What follows belongs to an exercise in optimizing a design on an open flow for small area; a production flow would make more cautious choices.
Only simulation tests tie the RTL to the original design; equivalence was not proved.
No activity file was given, so power comes from the tool's default toggle rates.

Design packet_snooper, start of the top module:
module packet_snooper # (
   parameter TDATA_WIDTH = 512,
   parameter TKEEP_WIDTH = TDATA_WIDTH/8
) (
   input wire clk,
   input wire aresetn,
   input wire [TDATA_WIDTH-1:0] in_stream_TDATA,
   input wire [TKEEP_WIDTH-1:0] in_stream_TKEEP,
   input wire in_stream_TREADY,
   input wire in_stream_TVALID,
   input wire in_stream_TLAST,
   output logic [63:0] flit_count_TDATA,
   output logic [7:0] flit_count_TKEEP,
   input  logic flit_count_TREADY,
   output logic flit_count_TVALID,
   output logic flit_count_TLAST,
   output logic [63:0] packet_count_TDATA,
   output logic [7:0] packet_count_TKEEP,
   input  logic packet_count_TREADY,
   output logic packet_count_TVALID,
   output logic packet_count_TLAST,
   output logic [63:0] cycle_count_TDATA,
   output logic [7:0] cycle_count_TKEEP,
   input  logic cycle_count_TREADY,
   output logic cycle_count_TVALID,
   output logic cycle_count_TLAST,
   input measure,
   output logic [63:0] packet_size,
   output logic packet_size_valid,
   output logic measure_sync_out
);
For scale: ~1400 cells after synthesis, roughly 870 I/O pins, roughly 0.019 mm² of cells after synthesis.
==> flow/config.mk <==
export PLATFORM = sky130hd
export DESIGN_NAME = packet_snooper
export DESIGN_NICKNAME = packet_snooper
export VERILOG_FILES = /design/flow/design.v
export SDC_FILE = /design/flow/constraint.sdc
export NUM_CORES = 4
export LEC_CHECK = 0
export CAP_MARGIN = 20
export CORE_MARGIN = 2
export CORE_UTILIZATION = 30
export SLEW_MARGIN = 20
==> flow/constraint.sdc <==
create_clock -name core_clock -period 5.0 [get_ports {clk}]
set_input_delay 1.0000 -clock core_clock [delete_from_list [all_inputs] [get_ports {clk}]]
set_output_delay 1.0000 -clock core_clock [all_outputs]
set_load 0.01 [all_outputs]
standard.sh (not shown) runs the stock make flow with config.mk's settings and CLKGATE_MAP_FILE= SYNTH_SCRIPT=/design/flow/synth_recipe.tcl, a recipe that flattens the netlist after the stock synthesis.
==> flow/flow/run.sh <==
#!/bin/bash
# Layout flow: the standard flow (standard synthesis unchanged), with
#  - the port buffers made from the smallest buffer cell,
#  - one tie cell for the constant outputs (no tie fanout repair),
#  - a clock tree of small clock buffers, clustered, without dummy loads.
# ORFS writes each step's full log under orfs/logs; make's own output goes
# to flow_standard.log.
set -euo pipefail
export BUFFER_PORTS_ARGS="-buffer_cell sky130_fd_sc_hd__buf_1"
export SKIP_REPAIR_TIE_FANOUT=1
export CTS_ARGS="-sink_clustering_enable -repair_clock_nets -dont_use_dummy_load -buf_list sky130_fd_sc_hd__clkbuf_4 -sink_clustering_size 10 -sink_clustering_max_diameter 50"
bash standard.sh > flow_standard.log 2>&1
==> next run, changes <==
==> flow/flow/run.sh (replaced) <==
#!/bin/bash
set -euo pipefail
export BUFFER_PORTS_ARGS="-buffer_cell sky130_fd_sc_hd__buf_1"
export CTS_ARGS="-sink_clustering_enable -repair_clock_nets -dont_use_dummy_load -buf_list sky130_fd_sc_hd__clkbuf_4 -sink_clustering_size 10 -sink_clustering_max_diameter 50"
bash standard.sh > flow_standard.log 2>&1
The changed run ran to the end with no violations.
Clock power is about the same.
Cell count goes up by 0.94%.
Via count goes up by 0.43%.
Register-to-register slack loses 0.04 ns.
Clock-buffer cell count goes down by 1.
Core utilization goes up by 0.13 points.
Power is about the same.
Maximum frequency goes down by 0.85%.
Sequential share of layout area goes down by 0.20 points.
Setup slack loses 0.037 ns.
==> next run, changes <==
--- a/flow/flow/run.sh
+++ b/flow/flow/run.sh
@@ -1,0 +2,6 @@
+# Layout flow: the standard flow (standard synthesis unchanged), with
+#  - the port buffers made from the smallest buffer cell,
+#  - one tie cell for the constant outputs (no tie fanout repair),
+#  - a clock tree of small clock buffers, clustered, without dummy loads.
+# ORFS writes each step's full log under orfs/logs; make's own output goes
+# to flow_standard.log.
@@ -3,0 +10 @@
+export SKIP_REPAIR_TIE_FANOUT=1
- CAP_MARGIN: 20 -> 0
- PLACE_DENSITY: default -> 0.9
- SLEW_MARGIN: 20 -> 0
=> The new run produced a clean layout; die area is unchanged; hold slack improved by 0.096 ns; synthesized area stays the same; fmax drops by 5.6%; non-clock buffer count fell by 2; via count increases by 0.96%; count of clock-buffer cells in the layout falls by 2; sequential cell count stays the same; core utilization decreases by 0.22 points; design area decreases by 0.64%; final cell count is lower by 1.3%.
==> next run, changes <==
- CAP_MARGIN: 0 -> 20
- SLEW_MARGIN: 0 -> 20
Result: Total power is unchanged; final area is unchanged; via count does not change; worst hold slack does not change; die area stays the same; setup slack does not change; wire length is unchanged; core utilization stays the same; final cell count stays the same; area after synthesis is unchanged; clock power hardly moves.

what the ideal ports hide:
No port has a modelled driver above. Below, the same layouts with a new extraction and two added sets of constraints. Step 1 (the two cells are an assumption about what drives the block):
set clk [get_ports {clk}]
set_driving_cell -lib_cell sky130_fd_sc_hd__clkbuf_16 $clk
set_driving_cell -lib_cell sky130_fd_sc_hd__buf_2 [delete_from_list [all_inputs] $clk]
Step 2 times the ports against the registers' clock, not the clock port: input delays grow and output delays shrink by t, the midpoint of the rising clock arrivals with the driver on. Three values: ideal, step 1, step 2; two values: the first two.
| run | t, ns | slack for setup (ns) | worst hold slack (ns) | worst setup path at the end | pins driven straight from the clock port |
|---|---|---|---|---|---|
| the first run | 0.806 | 0.711 / 0.711 / 0.135 | 0.318 / 0.299 / 0.369 | input to register | 1 |
| the second run | 0.797 | 0.674 / 0.674 / 0.065 | 0.285 / 0.257 / 0.361 | input to register | 1 |
| the third run | 0.772 | 0.417 / 0.444 / -0.328 | 0.381 / 0.381 / 0.381 | input to register | 1 |
| the fourth run | 0.772 | 0.417 / 0.444 / -0.328 | 0.381 / 0.381 / 0.381 | input to register | 1 |
With both steps, setup timing fails in the third run and the fourth run, where it was met with ideal ports.
